This design comes from an exercise in tuning for small area and a short achievable clock period on the open sky130 flow, not from production work. Function not checked in this run: the RTL went through the layout flow alone. Power and IR drop assume default switching activity.

==> design/flow/design.v <==
module HA(input a, input b, output s, output co);
  assign s = a ^ b;
  assign co = a & b;
endmodule
module HAN(input a, input b, output s, output co);
  assign s = ~(a ^ b);
  OR2 o (a, b, co);
endmodule
module OR2(input a, input b, output y);
  assign y = a | b;
endmodule
module FA(input a, input b, input c, output s, output co);
  assign s = a ^ b ^ c;
  assign co = (a & b) | (a & c) | (b & c);
endmodule
module FA1(input a, input b, output s, output co);
  assign s = ~(a ^ b);
  OR2 o (a, b, co);
endmodule
module complex(clk, a0, a1, b0, b1, im, re);
  input clk;
  input [7:0] a0, a1, b0, b1;
  output reg [15:0] im, re;
  wire [15:0] re_d, im_d;
  wire rs1;
  wire rc2;
  wire rs3;
  wire rc4;
  wire rs5;
  wire rc6;
  wire rs7;
  wire rc8;
  wire rs9;
  wire rc10;
  wire rs11;
  wire rc12;
  wire rs13;
  wire rc14;
  wire rs15;
  wire rc16;
  wire rs17;
  wire rc18;
  wire rs19;
  wire rc20;
  wire rs21;
  wire rc22;
  wire rs23;
  wire rc24;
  wire rs25;
  wire rc26;
  wire rs27;
  wire rc28;
  wire rs29;
  wire rc30;
  wire rs31;
  wire rc32;
  wire rs33;
  wire rc34;
  wire rs35;
  wire rc36;
  wire rs37;
  wire rc38;
  wire rs39;
  wire rc40;
  wire rs41;
  wire rc42;
  wire rs43;
  wire rc44;
  wire rs45;
  wire rc46;
  wire rs47;
  wire rc48;
  wire rs49;
  wire rc50;
  wire rs51;
  wire rc52;
  wire rs53;
  wire rc54;
  wire rs55;
  wire rc56;
  wire rs57;
  wire rc58;
  wire rs59;
  wire rc60;
  wire rs61;
  wire rc62;
  wire rs63;
  wire rc64;
  wire rn65;
  wire rs66;
  wire rc67;
  wire rs68;
  wire rc69;
  wire rs70;
  wire rc71;
  wire rs72;
  wire rc73;
  wire rs74;
  wire rc75;
  wire rs76;
  wire rc77;
  wire rs78;
  wire rc79;
  wire rs80;
  wire rc81;
  wire rs82;
  wire rc83;
  wire rs84;
  wire rc85;
  wire rs86;
  wire rc87;
  wire rs88;
  wire rc89;
  wire rs90;
  wire rc91;
  wire rs92;
  wire rc93;
  wire rs94;
  wire rc95;
  wire rs96;
  wire rc97;
  wire rs98;
  wire rc99;
  wire rs100;
  wire rc101;
  wire rs102;
  wire rc103;
  wire rs104;
  wire rc105;
  wire rs106;
  wire rc107;
  wire rs108;
  wire rc109;
  wire rs110;
  wire rc111;
  wire rs112;
  wire rc113;
  wire rs114;
  wire rc115;
  wire rs116;
  wire rc117;
  wire rs118;
  wire rc119;
  wire rs120;
  wire rc121;
  wire rn122;
  wire rs123;
  wire rc124;
  wire rs125;
  wire rc126;
  wire rs127;
  wire rc128;
  wire rs129;
  wire rc130;
  wire rs131;
  wire rc132;
  wire rs133;
  wire rc134;
  wire rs135;
  wire rc136;
  wire rs137;
  wire rc138;
  wire rs139;
  wire rc140;
  wire rs141;
  wire rc142;
  wire rs143;
  wire rc144;
  wire rs145;
  wire rc146;
  wire rs147;
  wire rc148;
  wire rs149;
  wire rc150;
  wire rs151;
  wire rc152;
  wire rs153;
  wire rc154;
  wire rs155;
  wire rc156;
  wire rs157;
  wire rc158;
  wire rs159;
  wire rc160;
  wire rs161;
  wire rc162;
  wire rs163;
  wire rc164;
  wire rs165;
  wire rc166;
  wire rs167;
  wire rc168;
  wire rs169;
  wire rc170;
  wire rs171;
  wire rc172;
  wire rs173;
  wire rc174;
  wire rs175;
  wire rc176;
  wire rs177;
  wire rc178;
  wire rs179;
  wire rc180;
  wire rs181;
  wire rc182;
  wire rs183;
  wire rc184;
  wire rs185;
  wire rc186;
  wire rs187;
  wire rc188;
  wire rs189;
  wire rc190;
  wire rs191;
  wire rc192;
  wire rs193;
  wire rc194;
  wire rs195;
  wire rc196;
  wire rs197;
  wire rc198;
  wire rs199;
  wire rc200;
  wire rs201;
  wire rc202;
  wire rs203;
  wire rc204;
  wire rs205;
  wire rc206;
  wire rs207;
  wire rc208;
  wire rs209;
  wire rc210;
  wire rs211;
  wire rc212;
  wire rs213;
  wire rc214;
  wire rs215;
  wire rc216;
  wire rs217;
  wire rc218;
  wire rs219;
  wire rc220;
  wire rs221;
  wire rc222;
  wire rs223;
  wire rc224;
  wire rs225;
  wire rc226;
  wire rars227;
  wire rarc228;
  wire rars229;
  wire rarc230;
  wire rars231;
  wire rarc232;
  wire rars233;
  wire rarc234;
  wire rahs235;
  wire rahc236;
  wire rahs237;
  wire rahc238;
  wire rahs239;
  wire rahc240;
  wire rahs241;
  wire rahc242;
  wire rahs243;
  wire rahc244;
  wire rahs245;
  wire rahc246;
  wire rahs247;
  wire rahc248;
  wire rahs249;
  wire rahc250;
  wire rahs251;
  wire rahc252;
  wire rahs253;
  wire rahc254;
  wire rahs255;
  wire rahc256;
  wire rahs257;
  wire rahc258;
  wire rag259;
  wire rag260;
  wire rap261;
  wire rag262;
  wire rap263;
  wire rag264;
  wire rap265;
  wire rag266;
  wire rap267;
  wire rag268;
  wire rap269;
  wire rag270;
  wire rag271;
  wire rag272;
  wire rap273;
  wire rag274;
  wire rap275;
  wire rag276;
  wire rap277;
  wire rag278;
  wire rap279;
  wire rag280;
  wire rag281;
  wire rag282;
  wire rag283;
  wire rag284;
  wire rag285;
  wire rag286;
  wire rag287;
  wire is288;
  wire ic289;
  wire is290;
  wire ic291;
  wire is292;
  wire ic293;
  wire is294;
  wire ic295;
  wire is296;
  wire ic297;
  wire is298;
  wire ic299;
  wire is300;
  wire ic301;
  wire is302;
  wire ic303;
  wire is304;
  wire ic305;
  wire is306;
  wire ic307;
  wire is308;
  wire ic309;
  wire is310;
  wire ic311;
  wire is312;
  wire ic313;
  wire is314;
  wire ic315;
  wire is316;
  wire ic317;
  wire is318;
  wire ic319;
  wire is320;
  wire ic321;
  wire is322;
  wire ic323;
  wire is324;
  wire ic325;
  wire is326;
  wire ic327;
  wire is328;
  wire ic329;
  wire is330;
  wire ic331;
  wire is332;
  wire ic333;
  wire is334;
  wire ic335;
  wire is336;
  wire ic337;
  wire is338;
  wire ic339;
  wire is340;
  wire ic341;
  wire is342;
  wire ic343;
  wire is344;
  wire ic345;
  wire is346;
  wire ic347;
  wire is348;
  wire ic349;
  wire is350;
  wire ic351;
  wire is352;
  wire ic353;
  wire is354;
  wire ic355;
  wire is356;
  wire ic357;
  wire is358;
  wire ic359;
  wire is360;
  wire ic361;
  wire is362;
  wire ic363;
  wire is364;
  wire ic365;
  wire is366;
  wire ic367;
  wire is368;
  wire ic369;
  wire is370;
  wire ic371;
  wire is372;
  wire ic373;
  wire is374;
  wire ic375;
  wire is376;
  wire ic377;
  wire is378;
  wire ic379;
  wire is380;
  wire ic381;
  wire is382;
  wire ic383;
  wire is384;
  wire ic385;
  wire is386;
  wire ic387;
  wire is388;
  wire ic389;
  wire is390;
  wire ic391;
  wire is392;
  wire ic393;
  wire is394;
  wire ic395;
  wire is396;
  wire ic397;
  wire is398;
  wire ic399;
  wire is400;
  wire ic401;
  wire is402;
  wire ic403;
  wire is404;
  wire ic405;
  wire is406;
  wire ic407;
  wire is408;
  wire ic409;
  wire is410;
  wire ic411;
  wire is412;
  wire ic413;
  wire is414;
  wire ic415;
  wire is416;
  wire ic417;
  wire is418;
  wire ic419;
  wire is420;
  wire ic421;
  wire is422;
  wire ic423;
  wire is424;
  wire ic425;
  wire is426;
  wire ic427;
  wire is428;
  wire ic429;
  wire is430;
  wire ic431;
  wire is432;
  wire ic433;
  wire is434;
  wire ic435;
  wire is436;
  wire ic437;
  wire is438;
  wire ic439;
  wire is440;
  wire ic441;
  wire is442;
  wire ic443;
  wire is444;
  wire ic445;
  wire is446;
  wire ic447;
  wire is448;
  wire ic449;
  wire is450;
  wire ic451;
  wire is452;
  wire ic453;
  wire is454;
  wire ic455;
  wire is456;
  wire ic457;
  wire is458;
  wire ic459;
  wire is460;
  wire ic461;
  wire is462;
  wire ic463;
  wire is464;
  wire ic465;
  wire is466;
  wire ic467;
  wire is468;
  wire ic469;
  wire is470;
  wire ic471;
  wire is472;
  wire ic473;
  wire is474;
  wire ic475;
  wire is476;
  wire ic477;
  wire is478;
  wire ic479;
  wire is480;
  wire ic481;
  wire is482;
  wire ic483;
  wire is484;
  wire ic485;
  wire is486;
  wire ic487;
  wire is488;
  wire ic489;
  wire is490;
  wire ic491;
  wire is492;
  wire ic493;
  wire is494;
  wire ic495;
  wire is496;
  wire ic497;
  wire iars498;
  wire iarc499;
  wire iars500;
  wire iarc501;
  wire iars502;
  wire iarc503;
  wire iars504;
  wire iarc505;
  wire iahs506;
  wire iahc507;
  wire iahs508;
  wire iahc509;
  wire iahs510;
  wire iahc511;
  wire iahs512;
  wire iahc513;
  wire iahs514;
  wire iahc515;
  wire iahs516;
  wire iahc517;
  wire iahs518;
  wire iahc519;
  wire iahs520;
  wire iahc521;
  wire iahs522;
  wire iahc523;
  wire iahs524;
  wire iahc525;
  wire iahs526;
  wire iahc527;
  wire iahs528;
  wire iahc529;
  wire iag530;
  wire iag531;
  wire iap532;
  wire iag533;
  wire iap534;
  wire iag535;
  wire iap536;
  wire iag537;
  wire iap538;
  wire iag539;
  wire iap540;
  wire iag541;
  wire iag542;
  wire iag543;
  wire iap544;
  wire iag545;
  wire iap546;
  wire iag547;
  wire iap548;
  wire iag549;
  wire iap550;
  wire iag551;
  wire iag552;
  wire iag553;
  wire iag554;
  wire iag555;
  wire iag556;
  wire iag557;
  wire iag558;
  FA1 ru2 ((a0[0] & b0[6]), (a0[1] & b0[5]), rs1, rc2);
  FA1 ru4 ((a0[0] & b0[7]), (a0[1] & b0[6]), rs3, rc4);
  FA ru6 ((a0[2] & b0[5]), (a0[3] & b0[4]), (a0[4] & b0[3]), rs5, rc6);
  HA ru8 ((a0[5] & b0[2]), (a0[6] & b0[1]), rs7, rc8);
  FA1 ru10 ((a0[1] & b0[7]), (a0[2] & b0[6]), rs9, rc10);
  FA ru12 ((a0[3] & b0[5]), (a0[4] & b0[4]), (a0[5] & b0[3]), rs11, rc12);
  HA ru14 ((a0[6] & b0[2]), (a0[7] & b0[1]), rs13, rc14);
  FA ru16 ((a0[2] & b0[7]), (a0[3] & b0[6]), (a0[4] & b0[5]), rs15, rc16);
  FA1 ru18 ((a0[0] & b0[4]), (a0[1] & b0[3]), rs17, rc18);
  FA1 ru20 ((a0[0] & b0[5]), (a0[1] & b0[4]), rs19, rc20);
  FA ru22 ((a0[2] & b0[3]), (a0[3] & b0[2]), (a0[4] & b0[1]), rs21, rc22);
  HA ru24 ((a0[5] & b0[0]), ~(a1[0] & b1[5]), rs23, rc24);
  FA ru26 ((a0[2] & b0[4]), (a0[3] & b0[3]), (a0[4] & b0[2]), rs25, rc26);
  FA ru28 ((a0[5] & b0[1]), (a0[6] & b0[0]), ~(a1[0] & b1[6]), rs27, rc28);
  FA ru30 (~(a1[1] & b1[5]), ~(a1[2] & b1[4]), ~(a1[3] & b1[3]), rs29, rc30);
  HA ru32 (~(a1[4] & b1[2]), ~(a1[5] & b1[1]), rs31, rc32);
  FA ru34 ((a0[7] & b0[0]), ~(a1[0] & b1[7]), ~(a1[1] & b1[6]), rs33, rc34);
  FA ru36 (~(a1[2] & b1[5]), ~(a1[3] & b1[4]), ~(a1[4] & b1[3]), rs35, rc36);
  FA ru38 (~(a1[5] & b1[2]), ~(a1[6] & b1[1]), ~(a1[7] & b1[0]), rs37, rc38);
  FA ru40 (rc2, rs3, rs7, rs39, rc40);
  FA ru42 (~(a1[1] & b1[7]), ~(a1[2] & b1[6]), ~(a1[3] & b1[5]), rs41, rc42);
  FA ru44 (~(a1[4] & b1[4]), ~(a1[5] & b1[3]), ~(a1[6] & b1[2]), rs43, rc44);
  FA ru46 (~(a1[7] & b1[1]), rc4, rc8, rs45, rc46);
  FA ru48 (rs9, rs13, rc6, rs47, rc48);
  FA ru50 ((a0[5] & b0[4]), (a0[6] & b0[3]), (a0[7] & b0[2]), rs49, rc50);
  FA ru52 (~(a1[2] & b1[7]), ~(a1[3] & b1[6]), ~(a1[4] & b1[5]), rs51, rc52);
  FA ru54 (~(a1[5] & b1[4]), ~(a1[6] & b1[3]), ~(a1[7] & b1[2]), rs53, rc54);
  FA ru56 (rc10, rc14, rc12, rs55, rc56);
  FA ru58 ((a0[3] & b0[7]), (a0[4] & b0[6]), (a0[5] & b0[5]), rs57, rc58);
  FA ru60 ((a0[6] & b0[4]), (a0[7] & b0[3]), ~(a1[3] & b1[7]), rs59, rc60);
  FA ru62 (~(a1[4] & b1[6]), ~(a1[5] & b1[5]), ~(a1[6] & b1[4]), rs61, rc62);
  FA ru64 ((a0[4] & b0[7]), (a0[5] & b0[6]), (a0[6] & b0[5]), rs63, rc64);
  assign rn65 = ~(a0[0] & b0[2]);
  FA1 ru67 ((a0[0] & b0[3]), (a0[1] & b0[2]), rs66, rc67);
  FA ru69 ((a0[2] & b0[1]), (a0[3] & b0[0]), ~(a1[0] & b1[3]), rs68, rc69);
  FA ru71 ((a0[2] & b0[2]), (a0[3] & b0[1]), (a0[4] & b0[0]), rs70, rc71);
  FA ru73 (~(a1[0] & b1[4]), ~(a1[1] & b1[3]), ~(a1[2] & b1[2]), rs72, rc73);
  HA ru75 (~(a1[3] & b1[1]), ~(a1[4] & b1[0]), rs74, rc75);
  FA ru77 (~(a1[1] & b1[4]), ~(a1[2] & b1[3]), ~(a1[3] & b1[2]), rs76, rc77);
  FA ru79 (~(a1[4] & b1[1]), ~(a1[5] & b1[0]), rc18, rs78, rc79);
  FA ru81 (rs19, rs23, rc75, rs80, rc81);
  FA ru83 (~(a1[6] & b1[0]), rc20, rs1, rs82, rc83);
  FA ru85 (rc24, rs31, rc22, rs84, rc85);
  FA ru87 (rc77, rs25, rs27, rs86, rc87);
  FA ru89 (rc32, rc26, rc28, rs88, rc89);
  FA ru91 (rc30, rs5, rs33, rs90, rc91);
  FA ru93 (rs35, rs37, rc83, rs92, rc93);
  FA ru95 (rc34, rc36, rc38, rs94, rc95);
  FA ru97 (rs11, rs41, rs43, rs96, rc97);
  FA ru99 (rc40, rs45, rc89, rs98, rc99);
  FA ru101 (rc42, rc44, rs15, rs100, rc101);
  FA ru103 (rs49, rs51, rs53, rs102, rc103);
  FA ru105 (rc46, rc48, rc95, rs104, rc105);
  FA ru107 (~(a1[7] & b1[3]), rc16, rc50, rs106, rc107);
  FA ru109 (rc52, rc54, rs57, rs108, rc109);
  FA ru111 (rs59, rs61, rc56, rs110, rc111);
  FA ru113 ((a0[7] & b0[4]), ~(a1[4] & b1[7]), ~(a1[5] & b1[6]), rs112, rc113);
  FA ru115 (~(a1[6] & b1[5]), ~(a1[7] & b1[4]), rc58, rs114, rc115);
  FA ru117 (rc60, rc62, rs63, rs116, rc117);
  FA ru119 ((a0[5] & b0[7]), (a0[6] & b0[6]), (a0[7] & b0[5]), rs118, rc119);
  FA ru121 (~(a1[5] & b1[7]), ~(a1[6] & b1[6]), ~(a1[7] & b1[5]), rs120, rc121);
  assign rn122 = ~(a0[0] & b0[1]);
  FA ru124 ((a0[1] & b0[1]), (a0[2] & b0[0]), ~(a1[0] & b1[2]), rs123, rc124);
  HA ru126 (~(a1[1] & b1[1]), ~(a1[2] & b1[0]), rs125, rc126);
  FA ru128 (~(a1[1] & b1[2]), ~(a1[2] & b1[1]), ~(a1[3] & b1[0]), rs127, rc128);
  FA ru130 ((a0[0] & b0[2]), rs66, rc126, rs129, rc130);
  FA ru132 (rc67, rs17, rs74, rs131, rc132);
  FA ru134 (rc69, rc128, rs70, rs133, rc134);
  FA ru136 (rc71, rc73, rs21, rs135, rc136);
  FA ru138 (rs76, rs78, rc132, rs137, rc138);
  FA ru140 (rs29, rc79, rc81, rs139, rc140);
  FA ru142 (rs82, rs84, rc136, rs141, rc142);
  FA ru144 (rs39, rc85, rc87, rs143, rc144);
  FA ru146 (rs88, rs90, rc140, rs145, rc146);
  FA ru148 (rs47, rc91, rs94, rs147, rc148);
  FA ru150 (rs96, rc93, rs98, rs149, rc150);
  FA ru152 (rs55, rc97, rs100, rs151, rc152);
  FA ru154 (rs102, rc99, rs104, rs153, rc154);
  FA ru156 (rc101, rc103, rs106, rs155, rc156);
  FA ru158 (rs108, rc105, rs110, rs157, rc158);
  FA ru160 (rs112, rc107, rc109, rs159, rc160);
  FA ru162 (rs114, rs116, rc111, rs161, rc162);
  FA ru164 (rc64, rc113, rs118, rs163, rc164);
  FA ru166 (rs120, rc115, rc117, rs165, rc166);
  FA ru168 ((a0[6] & b0[7]), (a0[7] & b0[6]), ~(a1[6] & b1[7]), rs167, rc168);
  FA ru170 (~(a1[7] & b1[6]), rc119, rc121, rs169, rc170);
  HA ru172 ((a0[1] & b0[0]), ~(a1[0] & b1[1]), rs171, rc172);
  FA ru174 ((a0[0] & b0[1]), rn65, rs125, rs173, rc174);
  FA ru176 (rc124, rs68, rs127, rs175, rc176);
  FA ru178 (rs72, rc130, rs131, rs177, rc178);
  FA ru180 (rs80, rc134, rs135, rs179, rc180);
  FA ru182 (rs86, rc138, rs139, rs181, rc182);
  FA ru184 (rs92, rc142, rs143, rs183, rc184);
  FA ru186 (rc144, rs147, rc146, rs185, rc186);
  FA ru188 (rc148, rs151, rc150, rs187, rc188);
  FA ru190 (rc152, rs155, rc154, rs189, rc190);
  FA ru192 (rc156, rs159, rc158, rs191, rc192);
  FA ru194 (rs163, rc160, rs165, rs193, rc194);
  FA ru196 (rs167, rc164, rs169, rs195, rc196);
  FA ru198 ((a0[7] & b0[7]), ~(a1[7] & b1[7]), rc168, rs197, rc198);
  HA ru200 (~(a1[1] & b1[0]), rn122, rs199, rc200);
  FA ru202 (rc172, rc200, rs123, rs201, rc202);
  FA ru204 (rc174, rs129, rc202, rs203, rc204);
  FA ru206 (rc176, rs133, rs177, rs205, rc206);
  FA ru208 (rs137, rc178, rs179, rs207, rc208);
  FA ru210 (rs141, rc180, rs181, rs209, rc210);
  FA ru212 (rc182, rs145, rs183, rs211, rc212);
  FA ru214 (rs149, rc184, rs185, rs213, rc214);
  FA ru216 (rs153, rc186, rs187, rs215, rc216);
  FA ru218 (rs157, rc188, rs189, rs217, rc218);
  FA ru220 (rs161, rc190, rs191, rs219, rc220);
  FA ru222 (rc162, rs193, rc192, rs221, rc222);
  FA ru224 (rc166, rs195, rc194, rs223, rc224);
  FA ru226 (rc170, rs197, rc196, rs225, rc226);
  FA raru228 ((a0[0] & b0[0]), ~(a1[0] & b1[0]), 1'b1, rars227, rarc228);
  FA raru230 (rs171, rs199, rarc228, rars229, rarc230);
  FA raru232 (rs173, rs201, rarc230, rars231, rarc232);
  FA raru234 (rs175, rs203, rarc232, rars233, rarc234);
  HA rahu236 (rc204, rs205, rahs235, rahc236);
  HA rahu238 (rc206, rs207, rahs237, rahc238);
  HA rahu240 (rc208, rs209, rahs239, rahc240);
  HA rahu242 (rc210, rs211, rahs241, rahc242);
  HA rahu244 (rc212, rs213, rahs243, rahc244);
  HA rahu246 (rc214, rs215, rahs245, rahc246);
  HA rahu248 (rc216, rs217, rahs247, rahc248);
  HA rahu250 (rc218, rs219, rahs249, rahc250);
  HA rahu252 (rc220, rs221, rahs251, rahc252);
  HA rahu254 (rc222, rs223, rahs253, rahc254);
  HA rahu256 (rc224, rs225, rahs255, rahc256);
  HA rahu258 (rc198, rc226, rahs257, rahc258);
  assign rag259 = rahc236 | (rahs235 & rarc234);
  assign rag260 = rahc240 | (rahs239 & rahc238);
  assign rap261 = rahs239 & rahs237;
  assign rag262 = rahc244 | (rahs243 & rahc242);
  assign rap263 = rahs243 & rahs241;
  assign rag264 = rahc248 | (rahs247 & rahc246);
  assign rap265 = rahs247 & rahs245;
  assign rag266 = rahc252 | (rahs251 & rahc250);
  assign rap267 = rahs251 & rahs249;
  assign rag268 = rahc256 | (rahs255 & rahc254);
  assign rap269 = rahs255 & rahs253;
  assign rag270 = rahc238 | (rahs237 & rag259);
  assign rag271 = rag260 | (rap261 & rag259);
  assign rag272 = rahc246 | (rahs245 & rag262);
  assign rap273 = rahs245 & rap263;
  assign rag274 = rag264 | (rap265 & rag262);
  assign rap275 = rap265 & rap263;
  assign rag276 = rahc254 | (rahs253 & rag266);
  assign rap277 = rahs253 & rap267;
  assign rag278 = rag268 | (rap269 & rag266);
  assign rap279 = rap269 & rap267;
  assign rag280 = rahc242 | (rahs241 & rag271);
  assign rag281 = rag262 | (rap263 & rag271);
  assign rag282 = rag272 | (rap273 & rag271);
  assign rag283 = rag274 | (rap275 & rag271);
  assign rag284 = rahc250 | (rahs249 & rag283);
  assign rag285 = rag266 | (rap267 & rag283);
  assign rag286 = rag276 | (rap277 & rag283);
  assign rag287 = rag278 | (rap279 & rag283);
  HAN iu289 (~(a0[0] & b1[6]), ~(a0[1] & b1[5]), is288, ic289);
  FA iu291 (~(a0[0] & b1[7]), ~(a0[1] & b1[6]), ~(a0[2] & b1[5]), is290, ic291);
  FA iu293 (~(a0[3] & b1[4]), ~(a0[4] & b1[3]), ~(a0[5] & b1[2]), is292, ic293);
  FA iu295 (~(a0[1] & b1[7]), ~(a0[2] & b1[6]), ~(a0[3] & b1[5]), is294, ic295);
  HAN iu297 (~(a0[4] & b1[4]), ~(a0[5] & b1[3]), is296, ic297);
  HAN iu299 (~(a0[2] & b1[7]), ~(a0[3] & b1[6]), is298, ic299);
  HAN iu301 (~(a0[0] & b1[4]), ~(a0[1] & b1[3]), is300, ic301);
  FA iu303 (~(a0[0] & b1[5]), ~(a0[1] & b1[4]), ~(a0[2] & b1[3]), is302, ic303);
  FA iu305 (~(a0[3] & b1[2]), ~(a0[4] & b1[1]), ~(a0[5] & b1[0]), is304, ic305);
  FA iu307 (~(a0[2] & b1[4]), ~(a0[3] & b1[3]), ~(a0[4] & b1[2]), is306, ic307);
  FA iu309 (~(a0[5] & b1[1]), ~(a0[6] & b1[0]), ~(a1[0] & b0[6]), is308, ic309);
  FA iu311 (~(a1[1] & b0[5]), ~(a1[2] & b0[4]), ~(a1[3] & b0[3]), is310, ic311);
  FA iu313 (~(a0[6] & b1[1]), ~(a0[7] & b1[0]), ~(a1[0] & b0[7]), is312, ic313);
  FA iu315 (~(a1[1] & b0[6]), ~(a1[2] & b0[5]), ~(a1[3] & b0[4]), is314, ic315);
  FA iu317 (~(a1[4] & b0[3]), ~(a1[5] & b0[2]), ~(a1[6] & b0[1]), is316, ic317);
  HAN iu319 (~(a1[7] & b0[0]), ic289, is318, ic319);
  FA iu321 (~(a0[6] & b1[2]), ~(a0[7] & b1[1]), ~(a1[1] & b0[7]), is320, ic321);
  FA iu323 (~(a1[2] & b0[6]), ~(a1[3] & b0[5]), ~(a1[4] & b0[4]), is322, ic323);
  FA iu325 (~(a1[5] & b0[3]), ~(a1[6] & b0[2]), ~(a1[7] & b0[1]), is324, ic325);
  FA iu327 (is296, ic291, ic293, is326, ic327);
  FA iu329 (~(a0[4] & b1[5]), ~(a0[5] & b1[4]), ~(a0[6] & b1[3]), is328, ic329);
  FA iu331 (~(a0[7] & b1[2]), ~(a1[2] & b0[7]), ~(a1[3] & b0[6]), is330, ic331);
  FA iu333 (~(a1[4] & b0[5]), ~(a1[5] & b0[4]), ~(a1[6] & b0[3]), is332, ic333);
  FA iu335 (~(a1[7] & b0[2]), ic297, is298, is334, ic335);
  FA iu337 (~(a0[3] & b1[7]), ~(a0[4] & b1[6]), ~(a0[5] & b1[5]), is336, ic337);
  FA iu339 (~(a0[6] & b1[4]), ~(a0[7] & b1[3]), ~(a1[3] & b0[7]), is338, ic339);
  FA iu341 (~(a1[4] & b0[6]), ~(a1[5] & b0[5]), ~(a1[6] & b0[4]), is340, ic341);
  FA iu343 (~(a0[4] & b1[7]), ~(a0[5] & b1[6]), ~(a0[6] & b1[5]), is342, ic343);
  FA iu345 (~(a0[0] & b1[3]), ~(a0[1] & b1[2]), ~(a0[2] & b1[1]), is344, ic345);
  FA iu347 (~(a0[2] & b1[2]), ~(a0[3] & b1[1]), ~(a0[4] & b1[0]), is346, ic347);
  FA iu349 (~(a1[0] & b0[4]), ~(a1[1] & b0[3]), ~(a1[2] & b0[2]), is348, ic349);
  FA iu351 (~(a1[0] & b0[5]), ~(a1[1] & b0[4]), ~(a1[2] & b0[3]), is350, ic351);
  FA iu353 (~(a1[3] & b0[2]), ~(a1[4] & b0[1]), ~(a1[5] & b0[0]), is352, ic353);
  HAN iu355 (ic301, ic347, is354, ic355);
  FA iu357 (~(a1[4] & b0[2]), ~(a1[5] & b0[1]), ~(a1[6] & b0[0]), is356, ic357);
  FA iu359 (is288, ic303, ic305, is358, ic359);
  FA iu361 (ic351, ic353, is306, is360, ic361);
  FA iu363 (ic307, ic309, ic311, is362, ic363);
  FA iu365 (ic357, is290, is292, is364, ic365);
  FA iu367 (is312, is314, is316, is366, ic367);
  FA iu369 (ic313, ic315, ic317, is368, ic369);
  FA iu371 (is294, is320, is322, is370, ic371);
  FA iu373 (is324, ic319, ic363, is372, ic373);
  FA iu375 (ic295, ic321, ic323, is374, ic375);
  FA iu377 (ic325, is328, is330, is376, ic377);
  FA iu379 (is332, is334, ic327, is378, ic379);
  FA iu381 (~(a1[7] & b0[3]), ic299, ic329, is380, ic381);
  FA iu383 (ic331, ic333, is336, is382, ic383);
  FA iu385 (is338, is340, ic335, is384, ic385);
  FA iu387 (~(a0[7] & b1[4]), ~(a1[4] & b0[7]), ~(a1[5] & b0[6]), is386, ic387);
  FA iu389 (~(a1[6] & b0[5]), ~(a1[7] & b0[4]), ic337, is388, ic389);
  FA iu391 (ic339, ic341, is342, is390, ic391);
  FA iu393 (~(a0[5] & b1[7]), ~(a0[6] & b1[6]), ~(a0[7] & b1[5]), is392, ic393);
  FA iu395 (~(a1[5] & b0[7]), ~(a1[6] & b0[6]), ~(a1[7] & b0[5]), is394, ic395);
  FA iu397 (~(a0[0] & b1[2]), ~(a0[1] & b1[1]), ~(a0[2] & b1[0]), is396, ic397);
  FA iu399 (~(a0[3] & b1[0]), ~(a1[0] & b0[3]), ~(a1[1] & b0[2]), is398, ic399);
  HAN iu401 (~(a1[2] & b0[1]), ~(a1[3] & b0[0]), is400, ic401);
  FA iu403 (~(a1[3] & b0[1]), ~(a1[4] & b0[0]), is300, is402, ic403);
  FA iu405 (ic401, ic345, ic399, is404, ic405);
  FA iu407 (ic349, is302, is304, is406, ic407);
  FA iu409 (is350, is352, is354, is408, ic409);
  FA iu411 (is308, is310, is356, is410, ic411);
  FA iu413 (ic355, is358, ic407, is412, ic413);
  FA iu415 (is318, ic359, ic361, is414, ic415);
  FA iu417 (is362, ic411, is364, is416, ic417);
  FA iu419 (is326, ic365, ic367, is418, ic419);
  FA iu421 (is368, is370, is372, is420, ic421);
  FA iu423 (ic369, ic371, is374, is422, ic423);
  FA iu425 (is376, ic373, is378, is424, ic425);
  FA iu427 (ic375, ic377, is380, is426, ic427);
  FA iu429 (is382, is384, ic379, is428, ic429);
  FA iu431 (is386, ic381, ic383, is430, ic431);
  FA iu433 (is388, is390, ic385, is432, ic433);
  FA iu435 (ic343, ic387, is392, is434, ic435);
  FA iu437 (is394, ic389, ic391, is436, ic437);
  FA iu439 (~(a0[6] & b1[7]), ~(a0[7] & b1[6]), ~(a1[6] & b0[7]), is438, ic439);
  FA iu441 (~(a1[7] & b0[6]), ic393, ic395, is440, ic441);
  HAN iu443 (~(a0[0] & b1[1]), ~(a0[1] & b1[0]), is442, ic443);
  FA iu445 (~(a1[0] & b0[2]), ~(a1[1] & b0[1]), ~(a1[2] & b0[0]), is444, ic445);
  FA iu447 (is400, ic397, ic445, is446, ic447);
  FA iu449 (is346, is348, is402, is448, ic449);
  FA iu451 (ic403, ic405, is406, is450, ic451);
  FA iu453 (is360, is410, ic409, is452, ic453);
  FA iu455 (is366, ic413, is414, is454, ic455);
  FA iu457 (ic415, ic417, is418, is456, ic457);
  FA iu459 (ic419, is422, ic421, is458, ic459);
  FA iu461 (ic423, is426, ic425, is460, ic461);
  FA iu463 (ic427, is430, is432, is462, ic463);
  FA iu465 (is434, ic431, is436, is464, ic465);
  FA iu467 (is438, ic435, is440, is466, ic467);
  FA iu469 (~(a0[7] & b1[7]), ~(a1[7] & b0[7]), ic439, is468, ic469);
  HAN iu471 (~(a1[0] & b0[1]), ~(a1[1] & b0[0]), is470, ic471);
  FA iu473 (ic443, ic471, is396, is472, ic473);
  FA iu475 (is344, is398, is446, is474, ic475);
  FA iu477 (ic447, is404, is448, is476, ic477);
  FA iu479 (is408, ic449, is450, is478, ic479);
  FA iu481 (is412, ic451, is452, is480, ic481);
  FA iu483 (is416, ic453, is454, is482, ic483);
  FA iu485 (is420, ic455, is456, is484, ic485);
  FA iu487 (is424, ic457, is458, is486, ic487);
  FA iu489 (is428, ic459, is460, is488, ic489);
  FA iu491 (ic429, is462, ic461, is490, ic491);
  FA iu493 (ic433, is464, ic463, is492, ic493);
  FA iu495 (ic437, is466, ic465, is494, ic495);
  FA iu497 (ic441, is468, ic467, is496, ic497);
  FA iaru499 (~(a0[0] & b1[0]), ~(a1[0] & b0[0]), 1'b1, iars498, iarc499);
  FA iaru501 (is442, is470, iarc499, iars500, iarc501);
  FA iaru503 (is444, is472, iarc501, iars502, iarc503);
  FA iaru505 (ic473, is474, iarc503, iars504, iarc505);
  HA iahu507 (ic475, is476, iahs506, iahc507);
  HA iahu509 (ic477, is478, iahs508, iahc509);
  HA iahu511 (ic479, is480, iahs510, iahc511);
  HA iahu513 (ic481, is482, iahs512, iahc513);
  HA iahu515 (ic483, is484, iahs514, iahc515);
  HA iahu517 (ic485, is486, iahs516, iahc517);
  HA iahu519 (ic487, is488, iahs518, iahc519);
  HA iahu521 (ic489, is490, iahs520, iahc521);
  HA iahu523 (ic491, is492, iahs522, iahc523);
  HA iahu525 (ic493, is494, iahs524, iahc525);
  HA iahu527 (ic495, is496, iahs526, iahc527);
  HA iahu529 (ic469, ic497, iahs528, iahc529);
  assign iag530 = iahc507 | (iahs506 & iarc505);
  assign iag531 = iahc511 | (iahs510 & iahc509);
  assign iap532 = iahs510 & iahs508;
  assign iag533 = iahc515 | (iahs514 & iahc513);
  assign iap534 = iahs514 & iahs512;
  assign iag535 = iahc519 | (iahs518 & iahc517);
  assign iap536 = iahs518 & iahs516;
  assign iag537 = iahc523 | (iahs522 & iahc521);
  assign iap538 = iahs522 & iahs520;
  assign iag539 = iahc527 | (iahs526 & iahc525);
  assign iap540 = iahs526 & iahs524;
  assign iag541 = iahc509 | (iahs508 & iag530);
  assign iag542 = iag531 | (iap532 & iag530);
  assign iag543 = iahc517 | (iahs516 & iag533);
  assign iap544 = iahs516 & iap534;
  assign iag545 = iag535 | (iap536 & iag533);
  assign iap546 = iap536 & iap534;
  assign iag547 = iahc525 | (iahs524 & iag537);
  assign iap548 = iahs524 & iap538;
  assign iag549 = iag539 | (iap540 & iag537);
  assign iap550 = iap540 & iap538;
  assign iag551 = iahc513 | (iahs512 & iag542);
  assign iag552 = iag533 | (iap534 & iag542);
  assign iag553 = iag543 | (iap544 & iag542);
  assign iag554 = iag545 | (iap546 & iag542);
  assign iag555 = iahc521 | (iahs520 & iag554);
  assign iag556 = iag537 | (iap538 & iag554);
  assign iag557 = iag547 | (iap548 & iag554);
  assign iag558 = iag549 | (iap550 & iag554);
  assign re_d[0] = rars227;
  assign re_d[1] = rars229;
  assign re_d[2] = rars231;
  assign re_d[3] = rars233;
  assign re_d[4] = rahs235 ^ rarc234;
  assign re_d[5] = rahs237 ^ rag259;
  assign re_d[6] = rahs239 ^ rag270;
  assign re_d[7] = rahs241 ^ rag271;
  assign re_d[8] = rahs243 ^ rag280;
  assign re_d[9] = rahs245 ^ rag281;
  assign re_d[10] = rahs247 ^ rag282;
  assign re_d[11] = rahs249 ^ rag283;
  assign re_d[12] = rahs251 ^ rag284;
  assign re_d[13] = rahs253 ^ rag285;
  assign re_d[14] = rahs255 ^ rag286;
  assign re_d[15] = rahs257 ^ rag287;
  assign im_d[0] = ~(iars498);
  assign im_d[1] = ~(iars500);
  assign im_d[2] = ~(iars502);
  assign im_d[3] = ~(iars504);
  assign im_d[4] = ~(iahs506 ^ iarc505);
  assign im_d[5] = ~(iahs508 ^ iag530);
  assign im_d[6] = ~(iahs510 ^ iag541);
  assign im_d[7] = ~(iahs512 ^ iag542);
  assign im_d[8] = ~(iahs514 ^ iag551);
  assign im_d[9] = ~(iahs516 ^ iag552);
  assign im_d[10] = ~(iahs518 ^ iag553);
  assign im_d[11] = ~(iahs520 ^ iag554);
  assign im_d[12] = ~(iahs522 ^ iag555);
  assign im_d[13] = ~(iahs524 ^ iag556);
  assign im_d[14] = ~(iahs526 ^ iag557);
  assign im_d[15] = ~(iahs528 ^ iag558);
  always @(posedge clk) begin
    re <= re_d;
    im <= im_d;
  end
endmodule
==> design/flow/flow/run.sh <==
#!/bin/bash
set -o pipefail
export BUFFER_PORTS_ARGS="-buffer_cell sky130_fd_sc_hd__buf_1"
cp standard.sh standard_sh.txt 2>/dev/null
bash standard.sh > standard.log 2>&1
==> design/flow/standard.sh <==
#!/bin/bash
# synth_recipe.tcl (not shown) runs the flow's synth.tcl, then flattens the netlist and writes it again
# the make line also repeats each setting of config.mk as NAME=value (left out here)
make -C /OpenROAD-flow-scripts/flow DESIGN_CONFIG=/design/flow/config.mk WORK_HOME=/design/flow/orfs CLKGATE_MAP_FILE= SYNTH_SCRIPT=/design/flow/synth_recipe.tcl "${@:-finish}"
==> design/flow/config.mk <==
export PLATFORM = sky130hd
export DESIGN_NAME = complex
export DESIGN_NICKNAME = complex
export VERILOG_FILES = /design/flow/design.v
export SDC_FILE = /design/flow/constraint.sdc
export NUM_CORES = 4
export LEC_CHECK = 0
export CAP_MARGIN = 20
export CORE_MARGIN = 2
export CORE_UTILIZATION = 40
export PLACE_DENSITY = 0.6
export SETUP_SLACK_MARGIN = 3.5
export SLEW_MARGIN = 20
export SYNTH_HIERARCHICAL = 1
==> design/flow/constraint.sdc <==
create_clock -name core_clock -period 10.0 [get_ports {clk}]
set_input_delay 2.0000 -clock core_clock [delete_from_list [all_inputs] [get_ports {clk}]]
set_output_delay 2.0000 -clock core_clock [all_outputs]
set_load 0.01 [all_outputs]
==> impl_metrics.ini <==
[sta]
hold_slack_ns = 2.25
fin_crit_sh = 0.625
layout_setup_ws_ns = 3.75
finalSetupViolCount = 0
hold_violations = 0
rsz0062_at_grt = true
slew_viol_final = 0
max_freq_mhz = 160
fin_tns_setup_ns = 0
fin_crit_ns = 6.25

[clock_network]
clk_root_buffer_cell = clkbuf_16
cts_setup_buffers = 0
cts_hold_buf = 0
cts_tree = yes
h-tree-depth = 2
post_cts_resized = 16
cts_num_sinks = 32
cts_buffers = 5
clk_pin_slew_ns = 0.05
clock_path_buffers = 2

[setup_path]
startpoint_type = input pin
crit_fanout = 16
arrival_ns = 6.47
required_ns = 10.22
startpoint = a1[4]
end_kind = register
critPathKind = in -> reg

[final_layout]
nets = 998
final_cell_mix = fa_1 (202), nand2_1 (200), and2_1 (62)
area_delta_synth_final_pct = 7.90
drive_gt1_frac = 0.0692
layout_commonest_cell = fa_1
diodes = 0

[placement]
numPortBuffers = 64
dp_hpwl_um = 12200
pre_cts_slack_ns = 3.04
gp_congestion = 0.810

[flow_run]
cap_violations = 0

[drt]
avgRoutedWirePerCell_um = 16.9
drt_iter0_drc = 348
vias = 4961
postRouteAntennaNets = 0
wl_um = 16100
drcViolationCount = 0
first_pass_iters = 5
via_per_inst = 5.21

[synth]
syn_area_per_cell_um2 = 10.4
syn_inst = 697
yosysUniqueCellTypes = 29
synth_top_area_frac = 0.559
yosys_warnings = 7
netlist_area_um2 = 7240
synth-seq-cells = 32
yosysSeqAreaShare = 0.0885
ys_top_cells_by_area = fa_1 (56%), nand2_1 (10%), dfxtp_1 (8.8%), ha_1 (6.9%), and2_1 (5.4%)
synth_area_leader_cell = fa_1

[floorplan]
initial_core_util = 0.406
num_io_pins = 65
die_height_um = 139
rows = 49
core_um2 = 17800
dieWidth_um = 139
dieArea_um2 = 19200

[outcome]
status = no timing/DRC/antenna violations

[global_route]
grt_pass1_vias = 5413
grt-ovfl-total = 0
grt_pass1_wl_um = 27400
grt_start_max_net_pins = 17
groute.usage.overall = 0.181
antenna_found_initial = 0

[power_and_ir_drop]
p_leak_nw = 2.99
ir_drop_mv = 0.234
power_density_nw_per_um2 = 327

[worst_hold_path]
holdPathStages = 3
min_from = a1[0]
hp-class = in -> reg
==> power by group <==
part	switching, mW	leakage, nW	total (mW)	internal [mW]
Sequential	0.0144	0.270	0.260	0.246
Combinational	1.14	2.66	2.15	1.01
Clock	0.0584	0.0667	0.149	0.0904
Total	1.21	2.99	2.56	1.35
==> synthesized netlist by cell type <==
| cell type | number |
|---|---|
| and2_1 | 62 |
| o211ai_1 | 2 |
| o21ai_0 | 2 |
| nor3_2 | 1 |
| xor2_1 | 5 |
| nor2_1 | 10 |
| nand2_1 | 200 |
| a31o_2 | 2 |
| a21oi_2 | 2 |
| xnor2_1 | 26 |
| o21bai_1 | 2 |
| o21ai_2 | 1 |
| inv_1 | 16 |
| ha_1 | 40 |
| or2_1 | 15 |
| nor3_1 | 1 |
| a21oi_1 | 8 |
| or3_1 | 2 |
| nand3_1 | 4 |
| o21ai_1 | 1 |
| clkbuf_1 | 48 |
| nor3b_1 | 4 |
| dfxtp_1 | 32 |
| o21ba_2 | 2 |
| a211oi_1 | 2 |
| or2_2 | 2 |
| a21o_1 | 2 |
| fa_1 | 202 |
| conb_1 | 1 |
==> per-module statistics from Yosys (local to each module, per instance) <==
| module | area (µm²) | flops+latches | cells inside | copies in the design |
|---|---|---|---|---|
| HA | 12.5 | 0 | 1 | 32 |
| HAN | 8.76 | 0 | 1 | 9 |
| complex | 2570 | 32 | 433 | 1 |
| FA1 | 8.76 | 0 | 1 | 6 |
| OR2 | 6.26 | 0 | 1 | 15 |
| FA | 20.0 | 0 | 1 | 202 |
==> through the flow <==
stage | cell area (µm²) | std cells | total power, mW | util
finish | 7810 | 952 | 2.56 | 0.438
floorplan | 7240 | 698 | 2.02 | -
global route | 7810 | 952 | 2.93 | 0.438
CTS | 7780 | 952 | 2.61 | 0.436
global placement | 7600 | 945 | 2.43 | 0.426
detailed placement | 7600 | 945 | 2.45 | 0.426
==> cells by family (layout without fill, tap and decap cells) <==
family                   after synthesis  after routing  synth area share
flip-flops                            32             32            0.0885
other                                  1              2          0.000518
AO/OA/AOI/OAI                         26             26            0.0247
XOR/XNOR                              31             31            0.0375
buffers and inverters                 64             89            0.0332
AND/OR/NAND/NOR                      301            301             0.188
adder cells (fa/ha/maj)              242            242             0.628
==> cell type report <==
type / instances / area [µm²]
clock buffers: 6 / 129
well taps: 229 / 287
flip-flops and latches: 32 / 641
multi-input cells: 602 / 6370
clock inverters: 1 / 5.00
inverters: 16 / 60.1
repair buffers: 66 / 318
fillers: 1713 / 10000
==> worst max-delay path, cell delays in order <==
cell and delay [ns]:
clkdlybuf4s15_2 0.48, nand2_1 0.15, fa_1 0.47, fa_1 0.45, fa_1 0.48, fa_1 0.50, fa_1 0.41, ha_1 0.34
a21o_1 0.22, a31o_2 0.24, a21oi_2 0.17, o21bai_1 0.09, ha_1 0.18, nor2_1 0.12, xor2_1 0.15
==> worst paths after layout <==
path | endpoint | slack, ns
setup / recovery | im[12] | 3.75
hold / removal | re[0] | 2.25
==> layer usage <==
metal,track usage,share of wire
met5,0,0
met4,0.0414,0.014
met3,0.0287,0.066
met2,0.294,0.49
met1,0.258,0.43
==> sequential cells by signal, indices dropped and copies added (netlist names) <==
register,count
im,16
re,16

## port drivers added, routing unchanged
The flow's constraints put no driver on any port. The routed layout listed below was extracted and timed again, unchanged, in two steps.
Step 1 assumes that a clkbuf_16 drives the clock port and a buf_2 every other input.
Step 2, shift: input delay + t, output delay - t, t = (earliest + latest rising clock arrival at the registers) / 2. This alone moves slack from input paths to output paths.
a / b / c = ideal / step 1 / step 2; a / b = the first two.
t, ns: 0.335
slack for setup (ns): 3.751 / 3.769 / 3.434
hold slack, ns: 2.254 / 2.230 / 2.400
worst data-port slew with drivers (ns): 0.04
After both steps setup and hold are still met in this run. For this run, drivers alone change the setup slack by +0.018 ns; drivers and shift together by -0.317 ns.
